From an optimization exercise on the open Yosys and OpenROAD flow, aimed at a short achievable clock period and few clock cycles; shortcuts taken in it are not production practice.
At most, simulation tests tie the RTL to the original design; equivalence was not proved.
Function not checked in runs 2 to 4: the RTL went through the layout flow alone.
Power and IR drop assume default switching activity.

--- design/flow/config.mk ---
export PLATFORM = sky130hd
export DESIGN_NAME = cpu_8b
export DESIGN_NICKNAME = cpu_8b
export VERILOG_FILES = /design/flow/design.v
export SDC_FILE = /design/flow/constraint.sdc
export NUM_CORES = 4
export LEC_CHECK = 0
export CAP_MARGIN = 20
export CORE_MARGIN = 2
export CORE_UTILIZATION = 40
export SETUP_SLACK_MARGIN = 3.3
export SLEW_MARGIN = 20
export SYNTH_HIERARCHICAL = 1
export TNS_END_PERCENT = 100
--- design/flow/constraint.sdc ---
create_clock -name core_clock -period 5.0 [get_ports {clk}]
set_input_delay 1.0000 -clock core_clock [delete_from_list [all_inputs] [get_ports {clk}]]
set_output_delay 1.0000 -clock core_clock [all_outputs]
set_load 0.01 [all_outputs]
--- design/flow/design.v ---
module control_unit(
    input wire [7:0] instr,          
    input wire [2:0] state,          
    input wire zf,                   
    input wire reset,                
    output reg [2:0] next_state,     
    output reg pc_we,                
    output reg pc_sel,               
    output reg pc_jmp_sel,           
    output reg [3:0] pc_offset,      
    output reg addr_sel,             
    output reg [3:0] addr_offset,    
    output reg mem_sel,              
    output reg mem_we,               
    output reg [2:0] alu_opcode,     
    output reg alu_sel_a,            
    output reg alu_sel_b,            
    output reg alu_we,               
    output reg zf_we,                
    output reg ir_we,                
    output reg a_sel,                
    output reg a_we,                 
    output reg b_sel,                
    output reg b_we,                 
    output reg halt                  
);
    localparam ADD    = 3'b000;
    localparam AND    = 3'b001;
    localparam NOT    = 3'b010;
    localparam LOAD   = 3'b011;
    localparam STORE  = 3'b100;
    localparam JUMP   = 3'b101;
    localparam JUMPz  = 3'b110;
    localparam HALT   = 3'b111;
    localparam FETCH      = 3'b000; 
    localparam DECODE     = 3'b001;
    localparam EXECUTE    = 3'b010;
    localparam MEMORY     = 3'b011;
    localparam WRITEBACK  = 3'b100;
    localparam HALT_STATE = 3'b101;
    localparam IDLE       = 3'b110;
    always @(*) begin
        pc_we = 0;               
        pc_sel = 0;              
        pc_jmp_sel = 0;          
        pc_offset = 4'b0000;     
        addr_sel = 0;            
        addr_offset = 4'b0000;   
        mem_sel = 0;             
        mem_we = 0;              
        alu_opcode = 3'b000;     
        alu_sel_a = 0;           
        alu_sel_b = 0;           
        alu_we = 0;              
        zf_we = 0;               
        ir_we = 0;               
        a_sel = 0;               
        a_we = 0;                
        b_sel = 0;               
        b_we = 0;                
        halt = 0;                
        next_state = FETCH;      
        if (reset) begin
            next_state = FETCH;      
        end
        else begin
            case (state)
                FETCH: begin                     
                    next_state = DECODE;         
                    pc_we = 1;                   
                    ir_we = 1;                   
                end
                DECODE: begin    
                    case (instr[7:5])       
                        ADD, AND, NOT, JUMP, JUMPz: begin
                            next_state = EXECUTE;       
                        end
                        LOAD, STORE: begin
                            next_state = MEMORY;
                        end
                        HALT: begin
                            next_state = HALT_STATE;
                        end
                    endcase
                end
                EXECUTE: begin                           
                    case (instr[7:5])
                        ADD, AND: begin
                            alu_opcode = instr[7:5];     
                            alu_sel_a = instr[3];        
                            alu_sel_b = instr[2];        
                            alu_we = 1;                  
                            zf_we = 1;                   
                            next_state = WRITEBACK;
                        end
                        NOT: begin
                            alu_opcode = instr[7:5];     
                            alu_sel_a = instr[3];        
                            alu_we = 1;                  
                            zf_we = 1;                   
                            next_state = WRITEBACK;
                        end
                        JUMP: begin
                            pc_jmp_sel = instr[4];       
                            pc_offset = instr[3:0];      
                            pc_sel = 1;                  
                            pc_we = 1;                   
                            next_state = IDLE;
                        end
                        JUMPz: begin
                            if (zf == 1) begin
                                pc_jmp_sel = instr[4];   
                                pc_offset = instr[3:0];  
                                pc_sel = 1;              
                                pc_we = 1;               
                            end
                            next_state = IDLE;
                        end
                    endcase
                end
                MEMORY: begin                                    
                    case (instr[7:5])
                        LOAD: begin
                            addr_offset = instr[3:0];    
                            addr_sel = 1;                
                            next_state = WRITEBACK;
                        end
                        STORE: begin
                            addr_offset = instr[3:0];    
                            addr_sel = 1;                
                            mem_sel = instr[4];          
                            mem_we = 1;                  
                            next_state = IDLE;
                        end
                    endcase
                end
                WRITEBACK: begin                         
                    case (instr[7:5])
                        ADD, AND, NOT: begin
                            if (instr[4] == 0) begin
                                a_sel = 1;               
                                a_we = 1;                
                            end else begin
                                b_sel = 1;               
                                b_we = 1;                
                            end
                            next_state = FETCH;
                        end
                        LOAD: begin
                            if (instr[4] == 0) begin
                                a_we = 1;            
                            end else begin
                                b_we = 1;            
                            end
                            next_state = FETCH;
                        end
                    endcase
                end 
                HALT_STATE: begin
                    halt = 1;
                    next_state = HALT_STATE;
                end
                IDLE: begin
                    next_state = FETCH;
                end
            endcase
        end
    end
endmodule
module alu(
    input wire [2:0] opcode,         
    input wire [7:0] a,              
    input wire [7:0] b,              
    output reg [7:0] y,              
    output reg zf                    
);
    localparam ADD = 3'b000;         
    localparam AND = 3'b001;         
    localparam NOT = 3'b010;         
always @(*) begin
    zf = 0;
    case (opcode)
        ADD: begin             
            y = a + b;
        end
        AND: begin              
            y = a & b;
        end
        NOT: begin              
            y = ~a;
        end
        default: begin               
            y = 8'b00000000;
        end
    endcase
    if (y == 8'b00000000) begin
        zf = 1;
    end
end
endmodule
module register #(
    parameter WIDTH = 8
)(
    input wire clk,                  
    input wire rst,                  
    input wire we,                   
    input wire [WIDTH-1:0] d,        
    output reg [WIDTH-1:0] q         
);
    always @(posedge clk) begin      
        if (rst) begin
            q <= {WIDTH{1'b0}};      
        end else if (we) begin
            q <= d;                  
        end
    end
endmodule
module mux_2to1 (
    input wire [7:0] in0,    
    input wire [7:0] in1,    
    input wire sel,          
    output wire [7:0] out    
);
    assign out = sel ? in1 : in0;
endmodule
module adder(
    input wire [7:0] a,
    input wire [7:0] b,
    output wire [7:0] sum
);
    assign sum = a + b;
endmodule
module zext(
    input wire [3:0] in,
    output wire [7:0] out
);
assign out = {4'b0000, in};
endmodule
module cpu_8b(
    input wire clk,
    input wire rst,
    output wire halt,
    output wire mem_we,
    output wire [7:0] mem_addr,
    output wire [7:0] mem_wdata,
    input wire [7:0] mem_rdata
);
    reg [7:0] ra, rb;
    reg [7:0] res;        
    reg halted;
    reg [7:0] ir;         
    reg irv;
    reg [7:0] ipc;        
    reg [7:0] ipc1;       
    reg [7:0] ib;         
    reg ibv;
    reg [7:0] aq;         
    reg we;
    reg [7:0] wdata;
    reg pki;              
    reg pa, pb;           
    reg rki;              
    reg la, lb;           
    reg [7:0] rpc;
    reg [7:0] fp;         
    reg jf;               
    assign halt = halted;
    assign mem_we = we;
    assign mem_addr = aq;
    assign mem_wdata = wdata;
    reg [16:0] dv;
    wire [16:0] dv_ib, dv_rd;
    cpu_dec dec_ib(.i(ib), .d(dv_ib));
    cpu_dec dec_rd(.i(mem_rdata), .d(dv_rd));
    wire [3:0] off = ir[3:0];
    wire is_add = dv[0];
    wire is_and = dv[1];
    wire is_not = dv[2];
    wire is_alu = dv[3];
    wire is_ld = dv[4];
    wire is_st = dv[5];
    wire is_jmp = dv[6];
    wire is_jz = dv[7];
    wire is_halt = dv[8];
    wire reads_a = dv[9];
    wire reads_b = dv[10];
    wire fwd_ok = dv[11];
    wire o0 = dv[12];
    wire o1 = dv[13];
    wire o2 = dv[14];
    wire o3 = dv[15];
    wire x32 = dv[16];
    wire zf = (res == 8'd0);
    wire taken = is_jmp | (is_jz & zf);
    reg fl;
    wire irv_e = irv & ~fl;
    wire ibv_e = ibv & ~fl;
    wire rki_e = rki & ~fl;
    reg stall_r;
    wire stall = stall_r;
    wire ex, exq, exr;
    cpu_ex ex0(.v(irv_e), .halted(halted), .stall(stall), .ex(ex));
    cpu_ex ex1(.v(irv_e), .halted(halted), .stall(stall), .ex(exq));
    cpu_ex ex2(.v(irv_e), .halted(halted), .stall(stall), .ex(exr));
    wire [7:0] va = la ? mem_rdata : ra;
    wire [7:0] vb = lb ? mem_rdata : rb;
    wire [7:0] r4 = ir[4] ? vb : va;
    wire fwd = (la & reads_a) | (lb & reads_b);
    wire [7:0] ab;
    cpu_add add(.a(ra), .b(rb), .s(ab));
    wire [7:0] s3n = ir[3] ? rb : ra;
    wire [7:0] yadd = x32 ? 8'h00 : {s3n[6:0], 1'b0};
    wire [7:0] yand = x32 ? (ra & rb) : s3n;
    wire [7:0] yn = is_add ? yadd : (is_and ? yand : ~s3n);
    wire [7:0] m = ~x32 ? 8'hff : (lb ? ra : rb);
    wire [7:0] rd = mem_rdata;
    wire [7:0] yfw = ({8{is_add}} & {rd[6:0], 1'b0}) | ({8{is_and}} & rd & m) |
                     ({8{is_not}} & ~rd);
    wire [7:0] y = fwd ? yfw : yn;
    wire gsum = exr & is_add & x32 & ~fwd & ~rst;
    wire wra = exr & is_alu & ~ir[4];
    wire wrb = exr & is_alu & ir[4];
    wire [7:0] qa = rst ? 8'h00 : (wra ? y : (la ? mem_rdata : ra));
    wire [7:0] qb = rst ? 8'h00 : (wrb ? y : (lb ? mem_rdata : rb));
    wire [7:0] qr = rst ? 8'h01 : ((exr & is_alu) ? y : res);
    wire [7:0] n_ra, n_rb, n_res;
    cpu_or_and fa_(.g(gsum & ~ir[4]), .a(ab), .r(qa), .d(n_ra));
    cpu_or_and fb_(.g(gsum & ir[4]), .a(ab), .r(qb), .d(n_rb));
    cpu_or_and fr_(.g(gsum), .a(ab), .r(qr), .d(n_res));
    function [7:0] addoff(input [7:0] b, input [3:0] o);
        reg [4:0] lo;
        begin
            lo = {1'b0, b[3:0]} + {1'b0, o};
            addoff = {lo[4] ? b[7:4] + 4'd1 : b[7:4], lo[3:0]};
        end
    endfunction
    wire [7:0] ea = addoff(ipc1, off);
    wire [7:0] ta = addoff(ra, off);
    wire [7:0] tb = addoff(rb, off);
    wire [7:0] tgt = ir[4] ? tb : ta;
    reg fi;
    wire [7:0] fpv = jf ? aq + 8'd1 : (fi ? fp + 8'd1 : fp);
    wire n1 = ibv_e | rki_e | pki;
    wire n2 = (ibv_e & rki_e) | (ibv_e & pki) | (rki_e & pki);
    wire n3 = ibv_e & rki_e & pki;
    wire stf = is_st & (o0 | (o1 & n1) | (o2 & n2) | (o3 & n3));
    wire ldf = is_ld & ((o0 & ~n1) | (o1 & n1 & ~n2) | (o2 & n2 & ~n3) | (o3 & n3));
    wire dib = (stf & ibv_e & o0);
    wire drd = (stf & rki_e & (o0 | (o1 & ibv_e)));
    wire dfl = (stf & pki & (o0 | (o1 & (ibv_e | rki_e)) | (o2 & ibv_e & rki_e)));
    wire e1_1 = ibv_e & ~dib;
    wire e2_1 = rki_e & ~drd;
    wire fin1 = pki & ~dfl;
    wire room1 = ~(e1_1 & e2_1 & fin1);
    wire over0 = irv_e & ibv_e & rki_e;
    wire fin0 = pki & ~over0;
    wire nibv0 = (irv_e & (ibv_e | rki_e)) | (ibv_e & rki_e);
    wire room0 = ~((irv_e | ibv_e | rki_e) & nibv0 & fin0);
    wire take = exq | ~irv_e;
    wire src_ib = ibv_e & ~dib;
    wire hold_ib = ibv_e & ~exq;
    function stl(input pa_, pb_, la_, lb_, rda, rdb, fo);
        stl = ((pa_ | (la_ & ~fo)) & rda) | ((pb_ | (lb_ & ~fo)) & rdb);
    endfunction
    wire pa1 = is_ld & ~ir[4];
    wire pb1 = is_ld & ir[4];
    wire la1 = pa & ~(is_alu & ~ir[4]);
    wire lb1 = pb & ~(is_alu & ir[4]);
    wire s1_ib = stl(pa1, pb1, la1, lb1, dv_ib[9], dv_ib[10], dv_ib[11]);
    wire s1_rd = stl(pa1, pb1, la1, lb1, dv_rd[9], dv_rd[10], dv_rd[11]);
    wire s0_ir = stl(1'b0, 1'b0, pa, pb, reads_a, reads_b, fwd_ok);
    wire s0_rd = stl(1'b0, 1'b0, pa, pb, dv_rd[9], dv_rd[10], dv_rd[11]);
    wire n_stall = exq ? (src_ib ? s1_ib : s1_rd) : (irv_e ? s0_ir : s0_rd);
    wire nx_halt = ibv_e ? (ib[7:5] == 3'd7) : (rki_e & (mem_rdata[7:5] == 3'd7));
    wire early_halt = nx_halt & (ibv_e | rki_e) & (~irv_e | (ex & ~is_st & ~taken));
    always @(posedge clk) begin
        if (rst) begin
            ra <= n_ra;
            rb <= n_rb;
            res <= n_res;
            halted <= 1'b0;
            ir <= 8'd0;
            dv <= 17'd0;
            irv <= 1'b0;
            ipc <= 8'd0;
            ipc1 <= 8'd1;
            ib <= 8'd0;
            ibv <= 1'b0;
            aq <= 8'd0;
            we <= 1'b0;
            wdata <= 8'd0;
            pki <= 1'b0;
            pa <= 1'b0;
            pb <= 1'b0;
            rki <= 1'b1;
            la <= 1'b0;
            lb <= 1'b0;
            rpc <= 8'd0;
            fp <= 8'd1;
            jf <= 1'b0;
            fi <= 1'b0;
            fl <= 1'b0;
            stall_r <= 1'b0;
        end else begin
            stall_r <= n_stall;
            ra <= n_ra;
            rb <= n_rb;
            res <= n_res;
            if ((ex & is_halt) | early_halt) halted <= 1'b1;
            irv <= exq ? (e1_1 | e2_1) : (irv_e | ibv_e | rki_e);
            ibv <= exq ? (e1_1 & e2_1) : nibv0;
            if (take) begin
                if (src_ib) begin
                    ir <= ib;
                    dv <= dv_ib;
                    ipc <= ipc1;
                    ipc1 <= ipc1 + 8'd1;
                end else begin
                    ir <= mem_rdata;
                    dv <= dv_rd;
                    ipc <= rpc;
                    ipc1 <= rpc + 8'd1;
                end
            end
            if (~hold_ib) ib <= mem_rdata;
            rki <= ex ? fin1 : fin0;
            la <= pa & ~(ex & is_alu & ~ir[4]);
            lb <= pb & ~(ex & is_alu & ir[4]);
            rpc <= aq;
            we <= ex & is_st;
            pa <= ex & is_ld & ~ir[4];
            pb <= ex & is_ld & ir[4];
            wdata <= r4;
            jf <= 1'b0;
            fi <= 1'b0;
            fl <= ex & taken;
            fp <= fpv;
            if (ex & (is_ld | is_st)) begin
                aq <= ea;
                pki <= is_ld ? ldf : stf;
                if (is_ld ? ldf : stf) jf <= 1'b1;
            end else if (ex & taken) begin
                aq <= tgt;
                pki <= 1'b1;
                jf <= 1'b1;
            end else begin
                aq <= fpv;
                if (ex ? room1 : (room0 & ~over0)) begin
                    pki <= 1'b1;
                    fi <= 1'b1;
                end else begin
                    pki <= 1'b0;
                    if (~ex & over0) fp <= rpc;
                end
            end
        end
    end
endmodule
module cpu_dec(
    input wire [7:0] i,
    output wire [16:0] d
);
    wire [2:0] op = i[7:5];
    wire is_add = (op == 3'd0);
    wire is_and = (op == 3'd1);
    wire is_not = (op == 3'd2);
    wire is_alu = is_add | is_and | is_not;
    wire rd2 = is_add | is_and;
    wire rd4 = (op == 3'd4) | (op == 3'd5) | (op == 3'd6);
    assign d[0] = is_add;
    assign d[1] = is_and;
    assign d[2] = is_not;
    assign d[3] = is_alu;
    assign d[4] = (op == 3'd3);
    assign d[5] = (op == 3'd4);
    assign d[6] = (op == 3'd5);
    assign d[7] = (op == 3'd6);
    assign d[8] = (op == 3'd7);
    assign d[9] = (is_alu & ~i[3]) | (rd2 & ~i[2]) | (rd4 & ~i[4]);
    assign d[10] = (is_alu & i[3]) | (rd2 & i[2]) | (rd4 & i[4]);
    assign d[11] = is_and | is_not | (op == 3'd4) | (is_add & (i[3] == i[2]));
    assign d[12] = (i[3:0] == 4'd0);
    assign d[13] = (i[3:0] == 4'd1);
    assign d[14] = (i[3:0] == 4'd2);
    assign d[15] = (i[3:0] == 4'd3);
    assign d[16] = i[3] ^ i[2];
endmodule
module cpu_add(
    input wire [7:0] a, b,
    output wire [7:0] s
);
    assign s = a + b;
endmodule
module cpu_or_and(
    input wire g,
    input wire [7:0] a, r,
    output wire [7:0] d
);
    assign d = ({8{g}} & a) | r;
endmodule
module cpu_ex(
    input wire v, halted, stall,
    output wire ex
);
    assign ex = v & ~halted & ~stall;
endmodule
--- design/flow/run.sh ---
#!/bin/bash
# synth_recipe.tcl (not shown) runs the flow's synth.tcl, then flattens the netlist and writes it again
# the make line also repeats each setting of config.mk as NAME=value (left out here)
make -C /OpenROAD-flow-scripts/flow DESIGN_CONFIG=/design/flow/config.mk WORK_HOME=/design/flow/orfs CLKGATE_MAP_FILE= SYNTH_SCRIPT=/design/flow/synth_recipe.tcl finish
==> results of run 1 <==
synthesized netlist by cell type, drive strengths merged, types with 14 or more instances:
cell and n:
nand3 24, nor2 95, dfxtp 108, nor3b 14, buf 44, inv 30
ha 27, mux2i 47, nor2b 19, xor2 18, nor3 14, a21oi 49
clkbuf 24, a21o 31, o21ai 38, a311oi 32, xnor2 14, a2bb2oi 19
a221oi 14, nand2 123, o211ai 14
cells by family after synthesis:
logic type,after synthesis
XOR/XNOR,32
AO/OA/AOI/OAI,270
buffers and inverters,98
multiplexers,50
flip-flops,108
AND/OR/NAND/NOR,338
adder cells (fa/ha/maj),34
worst max-delay path: cells and delay by family:
family	cells	cell delay (ns)
AND/OR/NAND/NOR	2	0.11
AO/OA/AOI/OAI	2	0.40
buffers and inverters	4	0.48
adder cells (fa/ha/maj)	1	0.32
area by class of cell:
class                   count  area [µm²]  area share (%)
multi-input cells         726        5936           56.55
flip-flops and latches    108        2261           21.54
repair buffers            151        1567           14.92
well taps                 229       286.5           2.730
clock buffers               9       225.2           2.146
inverters                  30       120.1           1.144
clock inverters             7       92.59          0.8821
repair inverters            1       8.758         0.08344
modules after synthesis (local to each module, per instance):
module | flip-flops and latches | cells inside
cpu_8b | 108 | 794
cpu_add | 0 | 38
cpu_dec | 0 | 34
cpu_ex | 0 | 1
cpu_or_and | 0 | 9
metrics by stage:
step	area [µm²]	power [mW]	setup WS [ns]	util (%)
after floorplan	7774	1.899	2.904	-
after global placement	7884	2.146	1.798	43.59
after detailed placement	7884	2.152	1.744	43.59
after CTS	9438	3.238	2.954	52.18
after global routing	10500	3.722	2.824	58.04
final	10500	3.562	2.951	58.04
state kept, by name, summed over array words and instances, names as in the netlist, 5 cells and up:
signal / count
res: 8
ipc1: 8
fp: 8
ir: 5
wdata: 8
aq: 8
dv: 17
ra: 8
rb: 8
ib: 8
rpc: 8
cell usage in the layout, fill, tap and decap left out, drive strengths merged, types with 12 or more instances in the layout:
cell type and n:
a2bb2oi 19, nor3b 14, mux2i 47, o21a 12, xnor2 14, a21o 31, buf 146, xor2 18
clkbuf 14, nor2 95, nor3 14, a21oi 49, o211ai 14, inv 34, o21ai 38, a311oi 32
nor2b 19, nand2 125, dfxtp 108, ha 27, nand3 24, a221oi 14
power breakdown:
| part | switching (mW) | leakage [nW] | internal, mW | total [mW] |
|---|---|---|---|---|
| Sequential | 0.232 | 0.904 | 0.990 | 1.22 |
| Clock | 0.392 | 0.157 | 0.404 | 0.796 |
| Combinational | 0.817 | 3.09 | 0.727 | 1.54 |
| Total | 1.44 | 4.15 | 2.12 | 3.56 |
per-layer routing:
layer / track usage, % / wire length [µm]
met1: 33.21 / 11620
met2: 42.05 / 13040
met3: 3.932 / 1681
met4: 7.337 / 818
met5: 0 / 0
worst min-delay path by stage:
stage | startpoint | end | cells after the start | slack (ns)
2_1_floorplan | pb | lb | 2 | 0.43
3_3_place_gp | pb | lb | 2 | 0.45
3_5_place_dp | pb | lb | 2 | 0.46
4_1_cts | pb | lb | 2 | 0.47
5_1_grt | pb | lb | 2 | 0.52
6_report | pb | lb | 2 | 0.47
timing repair:
action	CTS	global route
endpoints found under the setup margin	118	97
pin swaps	45	83
hold buffers	0	0
gates cloned	3	6
hold endpoints to repair	0	0
setup buffers	65	45
resized for setup	300	131
==> impl_metrics.csv, run 1 <==
group,metric,value,unit
route,wl_per_cell,21.54,µm
worst_setup_path,crit_chain,"buf_12, buf_8, maj3_2, a21oi_4, buf_4, buf_4, nor3_1, o31ai_1, nor2_1",
route,route.detailed.drc,0,
route,vias,7694,
floorplan,ios,28,
finish,instances_no_fill,1261,
placed_design,port_buffers,27,
grt,first_global_vias,7041,
finish,fin_nets,1068,
timing,fin_crit,2.049,ns
worst_setup_path,slowest_stage,"maj3_2",
timing,hold_viol,0,
timing,fmax,488.0,MHz
worst_setup_path,startpoint,"mem_rdata[6]",
floorplan,start_util,41.12,%
cts,clk_path_buf_depth,2,
run,cap_violations,0,
floorplan,dieHeight,140.4,µm
floorplan,rows,49,
finish,antenna_cells,0,
synthesis,yosysTopAreaCell,"dfxtp_1",
cts,cts_tree,"built",
route,first_iter_violations,719,
route,postRouteAntennaNets,0,
grt,grt_pass1_wl,39430,µm
synthesis,synth_ff_type,"dfxtp_1",
floorplan,dieArea,19700,µm²
worst_setup_path,worstPathMaxFanout,4,
finish,syn_to_final_growth,41.13,%
timing,finalSetupViolCount,0,
synthesis,synth_edf_count,0,
synthesis,synth_compound_area_share,26.24,%
synthesis,post_synth_xor_area_fraction,3.769,%
placed_design,dp_hpwl,15640,µm
synthesis,netlist_area,7437,µm²
worst_setup_path,startpoint_type,"input port",
worst_setup_path,r2r-start,"ib[7]",
cts,insertion_delay,0.38,ns
floorplan,die_w,140.4,µm
synthesis,synth-seq-cells,108,
synthesis,synth_top_family_by_area,"compound AO/OA/AOI/OAI gates",
worst_setup_path,worstSetupPathType,"input port to flop",
route,drt_wl_total,27160,µm
worst_setup_path,r2r_end,"stall_r",
worst_setup_path,critPathMaxStageDelay,0.32,ns
timing,period_share,40.99,%
timing,slew_violations,0,
cts,clock_sinks,108,
synthesis,syn_avg_cell_area,7.997,µm²
grt,grt_max_degree,43,
placed_design,gpl.final_weighted_congestion,0.9351,
grt,antenna_found_initial,0,
route,avgViaCountPerCell,6.102,
synthesis,syn_inst,930,
synthesis,async_flop_share,0,%
synthesis,ys_seq_area_share,29.07,%
worst_setup_path,critPathArrivalTime,2.31,ns
synthesis,synth_fa_ha_area_share,6.040,%
finish,drive_above_1_share,38.28,%
synthesis,yosysUniqueCellTypes,75,
synthesis,synthTopCellsByArea,"dfxtp_1 (29%), mux2i_1 (6.3%), nand2_1 (6.2%)",
worst_hold_path,worstHoldPathType,"flop to flop",
power,p_per_area,339.4,nW/µm²
finish,fillers,1544,
timing,rsz0062_at_grt,"yes",
timing,fin_hold_ws,0.4744,ns
run_status,status,"timing/DRC/antenna clean",
worst_setup_path,crit_end,"stall_r",
cts,cts-root-buf,"clkbuf_16",
worst_setup_path,critPathRequiredTime,5.26,ns
timing,relSlewSlack,49.61,%
synthesis,synth_top_cell_area_share,29.07,%
floorplan,core,18090,µm²
power,power_leakage,4.153,nW
cts,clk_pin_slew,0.09,ns
placed_design,place_inst,1126,
route,firstDrtPassIters,6,
worst_setup_path,reg2reg_setup_slack,2.96,ns
power,ir_worst_vdd,0.2250,mV
synthesis,ys_warn_count,7,
synthesis,synth-simple-area-share,21.48,%
synthesis,synthMuxAreaShare,6.780,%
worst_setup_path,crit_top_cell,"buf_4",
worst_setup_path,endpoint_kind,"flop",
cts,htree_levels,3,
timing,fin_tns_setup,0,ns
timing,clock_skew,0.01180,ns
worst_setup_path,r2r_cells,7,
cts,cts_buffers,9,
timing,worst_pin_slew,0.7558,ns
synthesis,synth_nets,971,
grt,grtUsageTotal,25.03,%
grt,grt-ovfl-total,0,
Testbench counts, summed over its fixed seeds: cycles 36,310.
==> inputs of run 2 (changes only) <==
--- a/design/flow/design.v
+++ b/design/flow/design.v
@@ -270,7 +270,8 @@
     assign mem_wdata = wdata;
     reg [16:0] dv;
     wire [16:0] dv_ib, dv_rd;
-    cpu_dec dec_ib(.i(ib), .d(dv_ib));
+    reg [16:0] dvb;       
+    assign dv_ib = dvb;
     cpu_dec dec_rd(.i(mem_rdata), .d(dv_rd));
     wire [3:0] off = ir[3:0];
     wire is_add = dv[0];
@@ -385,6 +386,7 @@
             ipc <= 8'd0;
             ipc1 <= 8'd1;
             ib <= 8'd0;
+            dvb <= 17'd0;
             ibv <= 1'b0;
             aq <= 8'd0;
             we <= 1'b0;
@@ -422,7 +424,10 @@
                     ipc1 <= rpc + 8'd1;
                 end
             end
-            if (~hold_ib) ib <= mem_rdata;
+            if (~hold_ib) begin
+                ib <= mem_rdata;
+                dvb <= dv_rd;
+            end
             rki <= ex ? fin1 : fin0;
             la <= pa & ~(ex & is_alu & ~ir[4]);
             lb <= pb & ~(ex & is_alu & ir[4]);
==> impl_metrics.csv, run 2 <==
group,metric,value,unit
run_status,status,"timing/DRC/antenna clean",
cts,htree_levels,4,
power,p_per_area,392.6,nW/µm²
timing,fmax,469.2,MHz
timing,hold_viol,0,
grt,grt-ovfl-total,0,
synthesis,synth_edf_count,0,
worst_setup_path,worstPathMaxFanout,4,
power,p_sw,1.654,mW
synthesis,synth_ff_type,"dfxtp_1",
finish,top_regs,"dv x17, dvb x17",
power,power.total,4.309,mW
worst_setup_path,worstSetupPathType,"input port to flop",
synthesis,synth_top_cell_area_share,32.03,%
finish,fillers,1655,
route,postRouteAntennaNets,0,
placed_design,dp_hpwl,14990,µm
cts,cts_buffers,17,
cts,cts-root-buf,"clkbuf_16",
finish,antenna_cells,0,
floorplan,ios,28,
grt,first_global_vias,7256,
grt,antenna_found_initial,0,
synthesis,synth.most_common_cell,"nand2_1",
worst_setup_path,startpoint_type,"input port",
worst_setup_path,reg2reg_setup_slack,3.01,ns
synthesis,synth_nets,1052,
route,firstDrtPassIters,5,
timing,fin_crit,2.131,ns
worst_setup_path,critPathMaxStageDelay,0.27,ns
placed_design,port_buffers,27,
power,pwr-share-comb,39.5,%
worst_setup_path,critPathRequiredTime,5.35,ns
route,avgViaCountPerCell,6.002,
synthesis,async_flop_share,0,%
floorplan,rows,51,
power,ir_worst_vdd,0.2679,mV
synthesis,synth_commonest_cells,"nand2_1 (173), dfxtp_1 (125), a21oi_1 (79)",
power,internal-power,2.655,mW
route,wl_per_cell,20.54,µm
power,seq_power_share,32.6,%
finish,syn_to_final_growth,40.48,%
timing,fin_hold_ws,0.4518,ns
route,drt_wl_total,28440,µm
grt,grt_max_degree,65,
finish,fin_nets,1147,
run,cap_violations,0,
finish,drive_above_1_share,36.25,%
route,route.detailed.drc,0,
placed_design,gpl.final_weighted_congestion,0.8690,
floorplan,core,19330,µm²
finish,mostFrequentLayoutCells,"nand2_1 (164), dfxtp_1 (82), buf_4 (65)",
worst_hold_path,worstHoldPathType,"flop to flop",
synthesis,syn_inst,1012,
cts,insertion_delay,0.43,ns
worst_setup_path,crit_chain,"buf_12, nor2b_4, o21a_1, a221oi_4, a22oi_1, nor3_1, nor3_1, a311o_1, a31oi_1",
floorplan,start_util,40.41,%
synthesis,synth-seq-cells,125,
timing,relSlewSlack,65.01,%
timing,finalSetupViolCount,0,
worst_setup_path,slowest_stage,"a311o_1",
cts,clk_pin_slew,0.06,ns
timing,rsz0062_at_grt,"yes",
timing,worst_pin_slew,0.5248,ns
timing,slew_violations,0,
grt,grt_pass1_wl,40540,µm
grt,grtUsageTotal,25.42,%
power,clkPwrFrac,27.9,%
synthesis,yosysUniqueCellTypes,73,
timing,fin_tns_setup,0,ns
synthesis,syn_avg_cell_area,7.721,µm²
cts,clk_path_buf_depth,2,
worst_setup_path,endpoint_kind,"flop",
synthesis,ys_seq_area_share,32.03,%
worst_setup_path,crit_top_cell,"nor3_1",
route,vias,8313,
power,swShare,38.39,%
finish,final_common_cell,"nand2_1",
synthesis,yosysTopAreaCell,"dfxtp_1",
timing,clock_skew,0.008021,ns
route,first_iter_violations,829,
power,power_leakage,4.336,nW
cts,cts-hold-fix-buffers,0,
floorplan,dieHeight,143.8,µm
floorplan,die_w,143.8,µm
synthesis,netlist_area,7814,µm²
timing,period_share,42.63,%
synthesis,synthTopCellsByArea,"dfxtp_1 (32%), nand2_1 (8.3%), a21oi_1 (5.1%)",
cts,clock_sinks,125,
worst_setup_path,critPathArrivalTime,2.49,ns
synthesis,ys_warn_count,7,
floorplan,dieArea,20670,µm²
cts,cts_tree,"built",
-- run 2: power by group through the flow --
stage	clock network [mW]	registers (mW)	logic, mW
after floorplan	0	1.28	0.857
after global placement	0	1.40	0.996
after detailed placement	0	1.40	1.00
after CTS	1.21	1.39	1.30
after global routing	1.26	1.42	1.81
final	1.20	1.40	1.70
-- run 2: cells by family (layout without fill, tap and decap cells) --
logic type,count (synthesis),in the layout,share of synthesized area [%]
buffers and inverters,99,197,6.165
xor gates and xnor gates,33,33,3.699
muxes,34,34,4.532
and+or+nand+nor,393,401,23.64
adders and majority gates,32,32,5.444
AOI/OAI and AO/OA,296,298,24.50
DFF,125,125,32.03
-- run 2: layout make-up --
class                           instances  area, µm²  share of cell area [%]
Clock buffer                           19      454.2                   4.138
Clock inverter                         13      117.6                   1.071
Inverter                               23      98.84                  0.9005
Multi-Input combinational cell        798       5862                   53.40
Sequential cell                       125       2611                   23.79
Tap cell                              265      331.6                   3.021
Timing Repair Buffer                  142       1501                   13.68
-- run 2: stage by stage --
stage / setup slack [ns] / util, % / instances / instance area, µm²
after floorplan: 2.663 / - / 1012 / 8143
after global placement: 1.617 / 42.85 / 1234 / 8285
after detailed placement: 1.567 / 42.85 / 1234 / 8285
after CTS: 2.958 / 51.19 / 1334 / 9897
after global routing: 2.818 / 56.77 / 1385 / 10980
final: 2.869 / 56.77 / 1385 / 10980
-- run 2: worst max-delay path, delay by kind of cell --
family                 cells  cell delay [ns]
AOI/OAI and AO/OA          5             0.95
buffers and inverters      1             0.11
and+or+nand+nor            3             0.41
-- run 2: per-module statistics from Yosys (local to each module, per instance) --
module      cells  flops+latches
cpu_or_and      9              0
cpu_ex          1              0
cpu_dec        34              0
cpu_8b        910            125
cpu_add        38              0
-- run 2: timing repair --
item,4_1_cts,5_1_grt
setup buffers,60,42
pin swaps,46,78
resized for setup,276,175
setup endpoints to repair,130,121
cloned,8,9
-- run 2: final timing paths --
check / start / endpoint / depth (start not counted)
max reg2reg: ir[0] / aq[6] / 9
min: ib[3] / ib[3] / 2
min reg2reg: ib[3] / ib[3] / 2
max: mem_rdata[3] / stall_r / 9
-- run 2: routing by layer --
layer  up-vias  part of all wire [%]  global-route usage, %
li1       3820                     -                      -
met1      4001                    42                  34.99
met2       430                    47                  39.80
met3        62                   8.6                  4.199
met4         0                   2.4                  9.856
met5         -                     0                      0
==> inputs of run 3 (changes only) <==
--- a/design/flow/design.v
+++ b/design/flow/design.v
@@ -293,10 +293,10 @@
     wire x32 = dv[16];
     wire zf = (res == 8'd0);
     wire taken = is_jmp | (is_jz & zf);
-    reg fl;
-    wire irv_e = irv & ~fl;
-    wire ibv_e = ibv & ~fl;
-    wire rki_e = rki & ~fl;
+    wire irv_e = irv;
+    wire ibv_e = ibv;
+    wire rki_e = rki;
+    wire kill = ex & taken;
     reg stall_r;
     wire stall = stall_r;
     wire ex, exq, exr;
@@ -401,7 +401,6 @@
             fp <= 8'd1;
             jf <= 1'b0;
             fi <= 1'b0;
-            fl <= 1'b0;
             stall_r <= 1'b0;
         end else begin
             stall_r <= n_stall;
@@ -409,8 +408,8 @@
             rb <= n_rb;
             res <= n_res;
             if ((ex & is_halt) | early_halt) halted <= 1'b1;
-            irv <= exq ? (e1_1 | e2_1) : (irv_e | ibv_e | rki_e);
-            ibv <= exq ? (e1_1 & e2_1) : nibv0;
+            irv <= (exq ? (e1_1 | e2_1) : (irv_e | ibv_e | rki_e)) & ~kill;
+            ibv <= (exq ? (e1_1 & e2_1) : nibv0) & ~kill;
             if (take) begin
                 if (src_ib) begin
                     ir <= ib;
@@ -428,7 +427,7 @@
                 ib <= mem_rdata;
                 dvb <= dv_rd;
             end
-            rki <= ex ? fin1 : fin0;
+            rki <= (ex ? fin1 : fin0) & ~kill;
             la <= pa & ~(ex & is_alu & ~ir[4]);
             lb <= pb & ~(ex & is_alu & ir[4]);
             rpc <= aq;
@@ -438,7 +437,6 @@
             wdata <= r4;
             jf <= 1'b0;
             fi <= 1'b0;
-            fl <= ex & taken;
             fp <= fpv;
             if (ex & (is_ld | is_st)) begin
                 aq <= ea;
==> impl_metrics.csv, run 3 <==
group,metric,value,unit
run_status,status,"timing/DRC/antenna clean",
cts,cts_tree,"built",
finish,syn_to_final_growth,37.49,%
route,avgViaCountPerCell,5.864,
cts,cts-hold-fix-buffers,0,
synthesis,syn_avg_cell_area,7.796,µm²
grt,antenna_found_initial,0,
timing,hold_viol,0,
timing,rsz0062_at_grt,"yes",
finish,final_common_cell,"nand2_1",
route,drt_wl_total,27610,µm
synthesis,synth_ff_type,"dfxtp_1",
worst_setup_path,endpoint_kind,"flop",
worst_hold_path,worstHoldPathType,"flop to flop",
floorplan,dieHeight,144.9,µm
run,cap_violations,0,
power,ir_worst_vdd,0.2390,mV
worst_setup_path,worstPathMaxFanout,4,
placed_design,place_inst,1239,
route,firstDrtPassIters,5,
finish,final_area,10920,µm²
grt,grt-ovfl-total,0,
route,postRouteAntennaNets,0,
floorplan,rows,51,
route,vias,8186,
grt,grtUsageTotal,25.15,%
finish,antenna_cells,0,
synthesis,syn_inst,1019,
finish,multi_input_area,5818,µm²
timing,fin_hold_ws,0.4506,ns
cts,clk_pin_slew,0.06,ns
floorplan,core,19460,µm²
cts,insertion_delay,0.44,ns
finish,mostFrequentLayoutCells,"nand2_1 (169), dfxtp_1 (84), buf_4 (82)",
worst_setup_path,startpoint_type,"input port",
worst_setup_path,critPathArrivalTime,2.62,ns
finish,post-route-util,56.12,%
floorplan,dieArea,21000,µm²
timing,slew_violations,0,
power,power_leakage,4.364,nW
finish,instances_no_fill,1396,
floorplan,die_w,144.9,µm
floorplan,ios,28,
synthesis,yosysTopAreaCell,"dfxtp_1",
synthesis,synth_top_cell_area_share,31.25,%
synthesis,yosysUniqueCellTypes,75,
synthesis,synth-seq-cells,124,
route,wl_per_cell,19.78,µm
synthesis,ys_warn_count,7,
grt,first_global_vias,7612,
timing,fin_crit,2.266,ns
grt,grt_pass1_wl,42350,µm
power,power.total,3.956,mW
synthesis,synth_nets,1059,
power,p_per_area,362.2,nW/µm²
route,route.detailed.drc,0,
timing,period_share,45.31,%
route,first_iter_violations,672,
worst_setup_path,critPathRequiredTime,5.36,ns
synthesis,async_flop_share,0,%
cts,cts_buffers,17,
timing,fin_ws,2.734,ns
floorplan,start_util,40.82,%
timing,fin_tns_setup,0,ns
placed_design,dpl-instance-area,8548,µm²
finish,fin_nets,1158,
finish,top_regs,"dv x17, dvb x17",
timing,clock_skew,0.01104,ns
cts,cts-root-buf,"clkbuf_16",
synthesis,synth_commonest_cells,"nand2_1 (179), dfxtp_1 (124), a21oi_1 (83)",
synthesis,netlist_area,7944,µm²
synthesis,synth_edf_count,0,
cts,htree_levels,4,
timing,relSlewSlack,63.84,%
placed_design,port_buffers,27,
timing,worst_pin_slew,0.5410,ns
synthesis,synthTopCellsByArea,"dfxtp_1 (31%), nand2_1 (8.5%), a21oi_1 (5.2%)",
finish,seq_area,2577,µm²
cts,clk_path_buf_depth,2,
timing,fmax,441.4,MHz
placed_design,gpl.final_weighted_congestion,0.8917,
timing,finalSetupViolCount,0,
worst_setup_path,worstSetupPathType,"input port to flop",
placed_design,place_ws,1.398,ns
placed_design,dp_hpwl,15460,µm
synthesis,ys_seq_area_share,31.25,%
finish,drive_above_1_share,32.98,%
finish,fillers,1741,
grt,grt_max_degree,80,
synthesis,synth.most_common_cell,"nand2_1",
cts,clock_sinks,124,
run 3: cell count changes after synthesis, moves of 8 or more:
cell	delta
nand2b_1	+10
buf_2	-13
clkbuf_1	+20
and3_1	+10
o211ai_1	-8
nand3_1	-26
a211oi_1	+8
nand3b_1	+10
nor2b_1	-9
o21ai_0	-45
run 3: power by group:
part	switching, mW	internal (mW)	total (mW)	leakage, nW
Combinational	0.713	0.633	1.35	3.04
Sequential	0.186	1.12	1.30	1.03
Clock	0.514	0.791	1.30	0.292
run 3: area by class of cell:
cell class              instances  share of cell area [%]
clock buffers                  17                   3.895
clock inverters                15                   1.696
inverters                      23                  0.8592
multi-input cells             802                   53.27
flip-flops and latches        124                   23.60
well taps                     265                   3.036
repair buffers                150                   13.64
run 3: worst max-delay path, stage by stage:
cell and delay [ns]:
buf_12 0.11, nor2b_4 0.12, o21a_1 0.17, a221oi_2 0.22, nor3b_2 0.22, o21ai_1 0.12
mux2_4 0.28, a22o_1 0.20, a211oi_2 0.18
run 3: repair_timing:
item | 4_1_cts | 5_1_grt
resized for setup | 255 | 82
setup endpoints to repair | 133 | 113
pin swaps | 37 | 61
buffers inserted | 79 | 33
gates cloned | 8 | 5
run 3: final timing paths:
path                            slack, ns          from       to  depth (start not counted)
worst min register to register       0.45        dvb[6]   dvb[6]                          2
worst max-delay path                 2.73  mem_rdata[3]  stall_r                          9
worst max register to register       2.86         ir[0]    aq[7]                         10
worst min-delay path                 0.45        dvb[6]   dvb[6]                          2
run 3: kinds of logic (layout without fill, tap and decap cells):
| kind of cell | count (synthesis) | after routing | synth area share (%) |
|---|---|---|---|
| DFF | 124 | 124 | 31.25 |
| and+or+nand+nor | 398 | 403 | 23.99 |
| buffers and inverters | 104 | 205 | 5.796 |
| AOI/OAI and AO/OA | 289 | 295 | 24.92 |
| adders and majority gates | 32 | 32 | 5.355 |
| xor gates and xnor gates | 33 | 33 | 3.638 |
| muxes | 39 | 39 | 5.056 |
run 3: per-layer routing:
metal | vias to the layer above | wire length, µm | GRT usage [%]
met4 | 0 | 855 | 10.50
met5 | - | 0 | 0
met2 | 348 | 13210 | 40.33
li1 | 3869 | - | -
met1 | 3900 | 11680 | 33.05
met3 | 69 | 1872 | 4.969
run 3: per-module statistics from Yosys, one instance, submodules excluded:
module      cell area [µm²]  times used  flip-flops and latches
cpu_8b                 7139           1                     124
cpu_add               311.5           1                       0
cpu_dec               241.5           1                       0
cpu_or_and            71.32           3                       0
cpu_ex                12.51           3                       0
==> inputs of run 4 (changes only) <==
--- a/design/flow/design.v
+++ b/design/flow/design.v
@@ -268,9 +268,9 @@
     assign mem_we = we;
     assign mem_addr = aq;
     assign mem_wdata = wdata;
-    reg [16:0] dv;
-    wire [16:0] dv_ib, dv_rd;
-    reg [16:0] dvb;       
+    reg [18:0] dv;
+    wire [18:0] dv_ib, dv_rd;
+    reg [18:0] dvb;       
     assign dv_ib = dvb;
     cpu_dec dec_rd(.i(mem_rdata), .d(dv_rd));
     wire [3:0] off = ir[3:0];
@@ -360,18 +360,22 @@
     wire take = exq | ~irv_e;
     wire src_ib = ibv_e & ~dib;
     wire hold_ib = ibv_e & ~exq;
-    function stl(input pa_, pb_, la_, lb_, rda, rdb, fo);
-        stl = ((pa_ | (la_ & ~fo)) & rda) | ((pb_ | (lb_ & ~fo)) & rdb);
+    function stl(input pa_, pb_, la_, lb_, rda, rdb, nfa, nfb);
+        stl = (pa_ & rda) | (pb_ & rdb) | (la_ & nfa) | (lb_ & nfb);
     endfunction
     wire pa1 = is_ld & ~ir[4];
     wire pb1 = is_ld & ir[4];
     wire la1 = pa & ~(is_alu & ~ir[4]);
     wire lb1 = pb & ~(is_alu & ir[4]);
-    wire s1_ib = stl(pa1, pb1, la1, lb1, dv_ib[9], dv_ib[10], dv_ib[11]);
-    wire s1_rd = stl(pa1, pb1, la1, lb1, dv_rd[9], dv_rd[10], dv_rd[11]);
-    wire s0_ir = stl(1'b0, 1'b0, pa, pb, reads_a, reads_b, fwd_ok);
-    wire s0_rd = stl(1'b0, 1'b0, pa, pb, dv_rd[9], dv_rd[10], dv_rd[11]);
-    wire n_stall = exq ? (src_ib ? s1_ib : s1_rd) : (irv_e ? s0_ir : s0_rd);
+    wire use_rd = exq ? ~src_ib : ~irv_e;
+    wire xpa = exq & pa1;
+    wire xpb = exq & pb1;
+    wire xla = exq ? la1 : pa;
+    wire xlb = exq ? lb1 : pb;
+    wire s_rd = stl(xpa, xpb, xla, xlb, dv_rd[9], dv_rd[10], dv_rd[17], dv_rd[18]);
+    wire s1_ib = stl(pa1, pb1, la1, lb1, dv_ib[9], dv_ib[10], dv_ib[17], dv_ib[18]);
+    wire s0_ir = stl(1'b0, 1'b0, pa, pb, reads_a, reads_b, dv[17], dv[18]);
+    wire n_stall = use_rd ? s_rd : (exq ? s1_ib : s0_ir);
     wire nx_halt = ibv_e ? (ib[7:5] == 3'd7) : (rki_e & (mem_rdata[7:5] == 3'd7));
     wire early_halt = nx_halt & (ibv_e | rki_e) & (~irv_e | (ex & ~is_st & ~taken));
     always @(posedge clk) begin
@@ -381,12 +385,12 @@
             res <= n_res;
             halted <= 1'b0;
             ir <= 8'd0;
-            dv <= 17'd0;
+            dv <= 19'd0;
             irv <= 1'b0;
             ipc <= 8'd0;
             ipc1 <= 8'd1;
             ib <= 8'd0;
-            dvb <= 17'd0;
+            dvb <= 19'd0;
             ibv <= 1'b0;
             aq <= 8'd0;
             we <= 1'b0;
@@ -461,7 +465,7 @@
 endmodule
 module cpu_dec(
     input wire [7:0] i,
-    output wire [16:0] d
+    output wire [18:0] d
 );
     wire [2:0] op = i[7:5];
     wire is_add = (op == 3'd0);
@@ -487,6 +491,8 @@
     assign d[14] = (i[3:0] == 4'd2);
     assign d[15] = (i[3:0] == 4'd3);
     assign d[16] = i[3] ^ i[2];
+    assign d[17] = d[9] & ~d[11];
+    assign d[18] = d[10] & ~d[11];
 endmodule
 module cpu_add(
     input wire [7:0] a, b,
==> impl_metrics.csv, run 4 <==
group,metric,value,unit
route,first_iter_violations,1020,
power,power_leakage,4.645,nW
route,vias,8523,
grt,grt_max_degree,43,
route,avgViaCountPerCell,6.032,
cts,cts_buffers,17,
finish,drive_above_1_share,37.46,%
finish,antenna_cells,0,
worst_hold_path,hold_path_end,"dvb[14]",
cts,clk_pin_slew,0.06,ns
cts,cts-hold-fix-buffers,0,
route,route.detailed.drc,0,
worst_hold_path,min_from,"dvb[14]",
timing,hold_viol,0,
timing,fin_tns_setup,0,ns
floorplan,ios,28,
worst_setup_path,endpoint_kind,"flop",
synthesis,netlist_area,7899,µm²
worst_hold_path,worstHoldPathType,"flop to flop",
cts,clk_path_buf_depth,2,
worst_setup_path,worstPathMaxFanout,8,
timing,period_share,41.93,%
worst_setup_path,r2r-start,"ir[0]",
placed_design,gpl.final_weighted_congestion,0.8302,
worst_hold_path,min_path_cells,2,
grt,grt-ovfl-total,0,
floorplan,dieHeight,144.5,µm
cts,cts-root-buf,"clkbuf_16",
synthesis,syn_inst,1030,
timing,worst_pin_slew,0.6450,ns
run,cap_violations,0,
finish,instances_no_fill,1413,
power,ir_worst_vdd,0.2548,mV
worst_setup_path,critPathArrivalTime,2.46,ns
finish,final_common_cell,"nand2_1",
cts,insertion_delay,0.44,ns
finish,fin_nets,1175,
floorplan,die_w,144.5,µm
cts,cts_tree,"built",
floorplan,dieArea,20890,µm²
floorplan,start_util,40.72,%
route,firstDrtPassIters,5,
grt,grt_pass1_wl,41430,µm
timing,fin_crit,2.096,ns
grt,first_global_vias,7401,
route,postRouteAntennaNets,0,
placed_design,dp_hpwl,15280,µm
worst_setup_path,reg2reg_setup_slack,2.91,ns
placed_design,port_buffers,27,
cts,htree_levels,4,
route,drt_wl_total,29920,µm
finish,mostFrequentLayoutCells,"nand2_1 (150), dfxtp_1 (88), buf_4 (86)",
finish,syn_to_final_growth,44.18,%
timing,fmax,477.0,MHz
worst_setup_path,critPathRequiredTime,5.36,ns
worst_setup_path,startpoint_type,"input port",
cts,clock_sinks,126,
grt,grtUsageTotal,26.06,%
timing,relSlewSlack,56.94,%
synthesis,syn_avg_cell_area,7.669,µm²
synthesis,synth_nets,1070,
route,wl_per_cell,21.17,µm
worst_setup_path,worstSetupPathType,"input port to flop",
run_status,status,"timing/DRC/antenna clean",
worst_setup_path,r2r_cells,9,
timing,rsz0062_at_grt,"yes",
floorplan,core,19400,µm²
timing,finalSetupViolCount,0,
worst_setup_path,r2r_end,"aq[7]",
grt,antenna_found_initial,0,
power,p_per_area,420.3,nW/µm²
placed_design,place_inst,1244,
finish,top_regs,"dv x18, dvb x18",
floorplan,rows,51,
synthesis,ys_warn_count,7,
timing,clock_skew,0.009088,ns
timing,slew_violations,0,
==> run 4: worst max-delay path by stage <==
| stage | slack (ns) | depth (start not counted) | startpoint | endpoint |
|---|---|---|---|---|
| 5_1_grt | 2.84 | 9 | ir[0] | aq[6] |
| 3_5_place_dp | 1.62 | 10 | mem_rdata[6] | stall_r |
| 2_1_floorplan | 2.83 | 10 | mem_rdata[6] | stall_r |
| 6_report | 2.90 | 11 | mem_rdata[7] | stall_r |
| 4_1_cts | 2.92 | 9 | ir[0] | aq[6] |
| 3_3_place_gp | 1.67 | 10 | mem_rdata[6] | stall_r |
==> run 4: power by group <==
part	internal, mW	switching (mW)	total [mW]
logic	0.911	1.08	1.99
clock network	0.861	0.495	1.36
registers	1.18	0.255	1.44
total	2.95	1.83	4.79
==> run 4: layout make-up <==
class | count | area (µm²)
clock buffers | 19 | 452.9
fillers | 1666 | 8010
repair buffers | 160 | 1653
inverters | 23 | 105.1
repair inverters | 1 | 6.256
flip-flops and latches | 126 | 2618
well taps | 265 | 331.6
clock inverters | 13 | 186.4
multi-input cells | 806 | 6036
==> run 4: per-layer routing <==
| metal | global-route usage (%) | vias up | part of all wire, % |
|---|---|---|---|
| met2 | 41.21 | 480 | 46 |
| met5 | 0 | - | 0 |
| met3 | 4.801 | 113 | 9.4 |
| met4 | 9.964 | 0 | 4.9 |
| met1 | 35.30 | 4036 | 40 |
| li1 | - | 3894 | - |
==> run 4: what timing repair did <==
item | 4_1_cts | 5_1_grt
resized for setup | 283 | 175
pin swaps | 46 | 82
buffers inserted | 81 | 41
gates cloned | 6 | 9
setup endpoints to repair | 133 | 113
==> run 4: critical path, cell delays in order <==
cell	delay, ns
buf_8	0.10
buf_8	0.13
nor3_4	0.21
a21oi_4	0.11
nor2b_4	0.14
nand2_2	0.06
a31oi_1	0.15
a21oi_1	0.07
a31oi_1	0.19
o21ai_1	0.11
a21oi_1	0.19
==> run 4: through the flow <==
| stage | total power, mW | cell area (µm²) | setup WS, ns | hold slack, ns | utilization, % |
|---|---|---|---|---|---|
| after floorplan | 2.271 | 8184 | 2.833 | 0.4321 | - |
| after global placement | 2.577 | 8329 | 1.674 | 0.4391 | 42.94 |
| after detailed placement | 2.591 | 8329 | 1.620 | 0.4441 | 42.94 |
| after CTS | 4.295 | 10250 | 2.919 | 0.4508 | 52.86 |
| after global routing | 4.982 | 11390 | 2.840 | 0.4699 | 58.71 |
| final | 4.787 | 11390 | 2.904 | 0.4527 | 58.71 |
==> inputs of run 5 (changes only) <==
--- a/design/flow/design.v
+++ b/design/flow/design.v
@@ -372,7 +372,8 @@
     wire xpb = exq & pb1;
     wire xla = exq ? la1 : pa;
     wire xlb = exq ? lb1 : pb;
-    wire s_rd = stl(xpa, xpb, xla, xlb, dv_rd[9], dv_rd[10], dv_rd[17], dv_rd[18]);
+    wire s_rd;
+    cpu_srd srd(.i(mem_rdata), .pa(xpa), .pb(xpb), .la(xla), .lb(xlb), .s(s_rd));
     wire s1_ib = stl(pa1, pb1, la1, lb1, dv_ib[9], dv_ib[10], dv_ib[17], dv_ib[18]);
     wire s0_ir = stl(1'b0, 1'b0, pa, pb, reads_a, reads_b, dv[17], dv[18]);
     wire n_stall = use_rd ? s_rd : (exq ? s1_ib : s0_ir);
@@ -513,3 +514,18 @@
 );
     assign ex = v & ~halted & ~stall;
 endmodule
+module cpu_srd(
+    input wire [7:0] i,
+    input wire pa, pb, la, lb,
+    output wire s
+);
+    wire [2:0] op = i[7:5];
+    wire is_add = (op == 3'd0);
+    wire is_alu = (op == 3'd0) | (op == 3'd1) | (op == 3'd2);
+    wire rd2 = (op == 3'd0) | (op == 3'd1);
+    wire rd4 = (op == 3'd4) | (op == 3'd5) | (op == 3'd6);
+    wire ra_ = (is_alu & ~i[3]) | (rd2 & ~i[2]) | (rd4 & ~i[4]);
+    wire rb_ = (is_alu & i[3]) | (rd2 & i[2]) | (rd4 & i[4]);
+    wire nf = (is_add & (i[3] != i[2])) | (op == 3'd5) | (op == 3'd6);
+    assign s = (pa & ra_) | (pb & rb_) | (la & ra_ & nf) | (lb & rb_ & nf);
+endmodule
--- a/design/flow/config.mk
+++ b/design/flow/config.mk
@@ -7,7 +7,7 @@
 export LEC_CHECK = 0
 export CAP_MARGIN = 20
 export CORE_MARGIN = 2
-export CORE_UTILIZATION = 40
+export CORE_UTILIZATION = 55
 export SETUP_SLACK_MARGIN = 3.3
 export SLEW_MARGIN = 20
 export SYNTH_HIERARCHICAL = 1
==> impl_metrics.csv, run 5 <==
group,metric,value,unit
worst_setup_path,critPathArrivalTime,2.55,ns
timing,rsz0062_at_grt,"yes",
timing,relSlewSlack,61.25,%
synthesis,netlist_area,8023,µm²
finish,final_common_cell,"nand2_1",
synthesis,syn_avg_cell_area,7.912,µm²
power,p_sw,1.909,mW
route,first_iter_violations,1110,
grt,antenna_found_initial,1,
finish,drive_above_1_share,42.44,%
floorplan,start_util,55.83,%
worst_setup_path,worstSetupPathType,"flop to flop",
placed_design,gpl.final_weighted_congestion,0.9154,
worst_hold_path,min_path_cells,2,
floorplan,dieHeight,124.8,µm
worst_hold_path,min_from,"dvb[8]",
floorplan,die_w,124.8,µm
worst_setup_path,critPathRequiredTime,5.35,ns
grt,grt-ovfl-total,0,
worst_setup_path,endpoint_kind,"flop",
timing,clock_skew,0.008656,ns
finish,fin_nets,1184,
grt,grt_max_degree,72,
worst_setup_path,r2r-start,"halted",
cts,clock_sinks,126,
timing,slew_violations,0,
run,cap_violations,0,
finish,mostFrequentLayoutCells,"nand2_1 (140), buf_4 (96), dfxtp_1 (81)",
synthesis,synth_nets,1054,
route,drt_wl_total,32320,µm
power,ir_worst_vdd,0.3116,mV
power,p_per_area,418.3,nW/µm²
timing,finalSetupViolCount,0,
finish,syn_to_final_growth,45.20,%
finish,top_regs,"dv x18, dvb x18",
floorplan,ios,28,
grt,grtUsageTotal,35.44,%
worst_setup_path,reg2reg_setup_slack,2.80,ns
floorplan,dieArea,15570,µm²
cts,clk_pin_slew,0.06,ns
power,pwr-share-comb,44.0,%
cts,cts_tree,"built",
power,seq_power_share,29.4,%
floorplan,rows,44,
power,power.total,4.872,mW
power,swShare,39.17,%
worst_setup_path,worstPathMaxFanout,5,
worst_setup_path,r2r_cells,10,
finish,antenna_cells,0,
worst_setup_path,startpoint_type,"flop",
synthesis,syn_inst,1014,
power,clkPwrFrac,26.5,%
route,avgViaCountPerCell,6.823,
worst_hold_path,worstHoldPathType,"flop to flop",
placed_design,dp_hpwl,16030,µm
timing,fin_tns_setup,0,ns
power,power_leakage,4.743,nW
cts,htree_levels,4,
timing,fin_crit,2.200,ns
cts,cts_buffers,17,
route,firstDrtPassIters,6,
timing,worst_pin_slew,0.5805,ns
route,wl_per_cell,24.10,µm
cts,insertion_delay,0.44,ns
cts,cts-root-buf,"clkbuf_16",
worst_hold_path,hold_path_end,"dvb[8]",
route,vias,9150,
power,internal-power,2.964,mW
placed_design,port_buffers,27,
timing,hold_viol,0,
cts,clk_path_buf_depth,2,
worst_setup_path,r2r_end,"stall_r",
synthesis,ys_warn_count,7,
timing,fmax,454.5,MHz
run_status,status,"timing/DRC/antenna clean",
floorplan,core,14370,µm²
timing,period_share,44.00,%
route,postRouteAntennaNets,0,
grt,grt_pass1_wl,43650,µm
grt,first_global_vias,8059,
route,route.detailed.drc,0,
## run 5: repair_timing
action                     CTS  global route
gates resized for setup    284           190
pin swaps                   55           113
buffers inserted            81            53
hold buffers                 0             0
setup endpoints to repair  134           119
gates cloned                10            10
## run 5: cell type report
cell class              count  area, µm²
clock buffers              21      481.7
clock inverters            11      130.1
fillers                   845       2720
inverters                  22      93.84
multi-input cells         801       6269
flip-flops and latches    126       2636
well taps                 184      230.2
repair buffers            176       1808
## run 5: critical path, cell delays in order (launching register included)
cell and delay [ns]:
dfxtp_4 0.35, buf_6 0.13, nor3b_4 0.29, buf_4 0.17
nand2_2 0.08, nor2_4 0.20, a2bb2oi_1 0.21, o31ai_1 0.13
nor4_4 0.25, nand2_1 0.12, a21oi_1 0.18
## run 5: power by group through the flow
stage | clock network [mW] | registers, mW | logic, mW
2_1_floorplan | 0 | 1.31 | 0.980
5_1_grt | 1.33 | 1.44 | 2.24
4_1_cts | 1.29 | 1.40 | 1.62
3_5_place_dp | 0 | 1.44 | 1.17
3_3_place_gp | 0 | 1.44 | 1.13
6_report | 1.29 | 1.43 | 2.15
## run 5: worst max path at each step
stage                 startpoint      end  slack (ns)  depth (start not counted)
global route               ir[0]    aq[7]        2.81                          9
CTS                        ir[0]    aq[7]        2.93                          9
global placement    mem_rdata[6]  stall_r        1.80                          6
detailed placement  mem_rdata[6]  stall_r        1.75                          6
floorplan           mem_rdata[4]  stall_r        3.07                          5
finish                    halted  stall_r        2.80                         10
## run 5: through the flow
stage          hold slack [ns]  cell area, µm²  worst slack (ns)  instances  utilization, %
4_1_cts                 0.4509           10400             2.930       1278           72.40
6_report                0.4606           11650             2.800       1341           81.07
3_3_place_gp            0.4385            8472             1.802       1155           58.96
5_1_grt                 0.4767           11650             2.812       1341           81.07
3_5_place_dp            0.4436            8472             1.751       1155           58.96
2_1_floorplan           0.4321            8419             3.067       1014               -
## run 5: layer usage
metal / vias up / GRT usage, % / wire (µm)
met5: - / 0 / 0
met4: 0 / 14.54 / 1963
met3: 192 / 7.388 / 3496
met2: 691 / 57.18 / 14620
met1: 4343 / 46.27 / 12240
li1: 3924 / - / -
Testbench counts of run 5, summed over its fixed seeds: cycles 36,310.
==> inputs of run 6 (changes only) <==
--- a/design/flow/config.mk
+++ b/design/flow/config.mk
@@ -7,7 +7,7 @@
 export LEC_CHECK = 0
 export CAP_MARGIN = 20
 export CORE_MARGIN = 2
-export CORE_UTILIZATION = 55
+export CORE_UTILIZATION = 40
 export SETUP_SLACK_MARGIN = 3.3
 export SLEW_MARGIN = 20
 export SYNTH_HIERARCHICAL = 1
==> impl_metrics.csv, run 6 <==
group,metric,value,unit
run_status,status,"timing/DRC/antenna clean",
power,seq_power_share,32.5,%
synthesis,syn_avg_cell_area,7.912,µm²
placed_design,dp_hpwl,15970,µm
synthesis,synth_nets,1054,
grt,grtUsageTotal,24.57,%
worst_setup_path,worstPathMaxFanout,2,
worst_setup_path,crit_chain,"buf_6, buf_6",
timing,relSlewSlack,59.72,%
timing,slew_violations,0,
finish,syn_to_final_growth,33.84,%
placed_design,port_buffers,27,
synthesis,syn_inst,1014,
grt,first_global_vias,7442,
timing,fmax,500.6,MHz
power,ir_worst_vdd,0.3118,mV
worst_setup_path,worstSetupPathType,"flop to output port",
cts,insertion_delay,0.43,ns
timing,hold_viol,0,
timing,clock_skew,0.01049,ns
cts,cts-root-buf,"clkbuf_16",
route,avgViaCountPerCell,5.976,
run,cap_violations,0,
worst_setup_path,reg2reg_setup_slack,3.00,ns
route,postRouteAntennaNets,0,
finish,top_regs,"dv x18, dvb x18",
synthesis,ys_warn_count,7,
placed_design,gpl.final_weighted_congestion,0.8878,
route,drt_wl_total,27790,µm
timing,rsz0062_at_grt,"yes",
cts,clk_pin_slew,0.06,ns
finish,antenna_cells,0,
finish,post-route-util,54.81,%
cts,htree_levels,4,
floorplan,rows,51,
grt,grt-ovfl-total,0,
grt,antenna_found_initial,0,
power,p_sw,1.676,mW
grt,grt_max_degree,40,
floorplan,ios,28,
finish,fin_nets,1129,
timing,worst_pin_slew,0.6034,ns
timing,fin_hold_ws,0.4505,ns
power,internal-power,2.743,mW
route,vias,8169,
floorplan,dieArea,21210,µm²
route,firstDrtPassIters,5,
cts,cts-hold-fix-buffers,0,
worst_setup_path,crit_top_cell,"buf_6",
worst_setup_path,startpoint_type,"flop",
cts,clock_sinks,126,
route,first_iter_violations,790,
floorplan,dieHeight,145.6,µm
power,power_leakage,4.269,nW
worst_setup_path,critPathRequiredTime,4.00,ns
cts,cts_buffers,17,
timing,period_share,39.95,%
worst_setup_path,slowest_stage,"dfxtp_4",
finish,final_common_cell,"nand2_1",
cts,cts_tree,"built",
grt,grt_pass1_wl,41300,µm
worst_setup_path,critPathMaxStageDelay,0.35,ns
power,swShare,37.93,%
timing,finalSetupViolCount,0,
timing,fin_crit,1.997,ns
cts,clk_path_buf_depth,2,
power,p_per_area,411.5,nW/µm²
route,route.detailed.drc,0,
power,clkPwrFrac,28.2,%
power,pwr-share-comb,39.3,%
worst_setup_path,endpoint_kind,"output port",
floorplan,start_util,40.95,%
route,wl_per_cell,20.33,µm
floorplan,die_w,145.6,µm
finish,drive_above_1_share,32.03,%
worst_setup_path,critPathArrivalTime,1.00,ns
worst_hold_path,worstHoldPathType,"flop to flop",
synthesis,netlist_area,8023,µm²
finish,mostFrequentLayoutCells,"nand2_1 (166), dfxtp_1 (80), a21oi_1 (72)",
timing,fin_tns_setup,0,ns
floorplan,core,19590,µm²
run 6: final cells by class:
| class | count | area [µm²] |
|---|---|---|
| multi-input combinational | 798 | 5838 |
| sequential | 126 | 2633 |
| inverter | 22 | 93.84 |
| fill | 1782 | 8852 |
| timing repair buffer | 124 | 1264 |
| clock inverter | 9 | 110.1 |
| tap | 265 | 331.6 |
| clock buffer | 23 | 467.9 |
run 6: power by group through the flow:
stage	clock network (mW)	logic [mW]	registers, mW
floorplan	0	0.980	1.31
global placement	0	1.16	1.45
detailed placement	0	1.17	1.45
CTS	1.26	1.48	1.42
global route	1.30	1.86	1.45
finish	1.25	1.73	1.44
run 6: worst paths after layout:
| check | from | cells after the start | endpoint |
|---|---|---|---|
| worst min register to register | dvb[13] | 2 | dvb[13] |
| worst min-delay path | dvb[13] | 2 | dvb[13] |
| worst max register to register | rb[0] | 9 | aq[7] |
| worst max-delay path | halted | 2 | halt |
run 6: through the flow:
| step | area, µm² | setup slack (ns) | instances | power (mW) |
|---|---|---|---|---|
| floorplan | 8419 | 3.067 | 1014 | 2.293 |
| global placement | 8591 | 1.834 | 1238 | 2.612 |
| detailed placement | 8601 | 1.812 | 1238 | 2.621 |
| CTS | 10120 | 2.989 | 1330 | 4.155 |
| global route | 10740 | 2.919 | 1367 | 4.609 |
| finish | 10740 | 3.003 | 1367 | 4.419 |
run 6: timing repair:
| item | in CTS | in global routing |
|---|---|---|
| pin swaps | 47 | 43 |
| endpoints found under the setup margin | 135 | 106 |
| buffers inserted | 53 | 32 |
| gates cloned | 7 | 5 |
| gates resized for setup | 267 | 82 |
run 6: critical path: cells and delay by family (launching register included):
family,cells,cell delay [ns]
flops,1,0.35
buf+inv,2,0.22
run 6: layer usage:
layer | vias up | wire length [µm] | share of wire, % | global-route usage, %
met2 | 371 | 12800 | 46 | 39.36
met3 | 75 | 2195 | 7.9 | 4.608
met5 | - | 0 | 0 | 0
met4 | 0 | 817 | 2.9 | 8.873
li1 | 3813 | - | - | -
met1 | 3910 | 11980 | 43 | 33.13

[afterwards: timing with drivers on the ports]
No port has a modelled driver above. Below, the same layouts with a new extraction and two added sets of constraints.
Step 1 assumes that a clkbuf_16 drives the clock port and a buf_2 every other input.
Step 2 adds t to the input delays and takes it off the output delays; t is the mean of the earliest and latest rising clock arrival at the registers after step 1. Input paths then give back, and output paths get back, about the clock's delay inside the block.
Slacks: ideal / step 1 / step 2; pairs: ideal / step 1.
| run | t (ns) | setup WS [ns] | worst hold slack (ns) | worst setup path after step 2 |
|---|---|---|---|---|
| run 1 | 0.414 | 2.951 / 2.945 / 2.531 | 0.474 / 0.474 / 0.474 | input to register |
| run 2 | 0.470 | 2.869 / 2.866 / 2.396 | 0.452 / 0.452 / 0.452 | input to register |
| run 3 | 0.478 | 2.734 / 2.730 / 2.252 | 0.451 / 0.451 / 0.451 | input to register |
| run 4 | 0.482 | 2.904 / 2.905 / 2.423 | 0.453 / 0.453 / 0.453 | input to register |
| run 5 | 0.481 | 2.800 / 2.800 / 2.435 | 0.461 / 0.461 / 0.461 | input to register |
| run 6 | 0.475 | 3.003 / 2.955 / 2.604 | 0.451 / 0.451 / 0.451 | input to register |
After both steps every run listed still meets setup and hold. For run 3, which loses most, drivers alone change the setup slack by -0.004 ns; drivers and shift together by -0.482 ns.
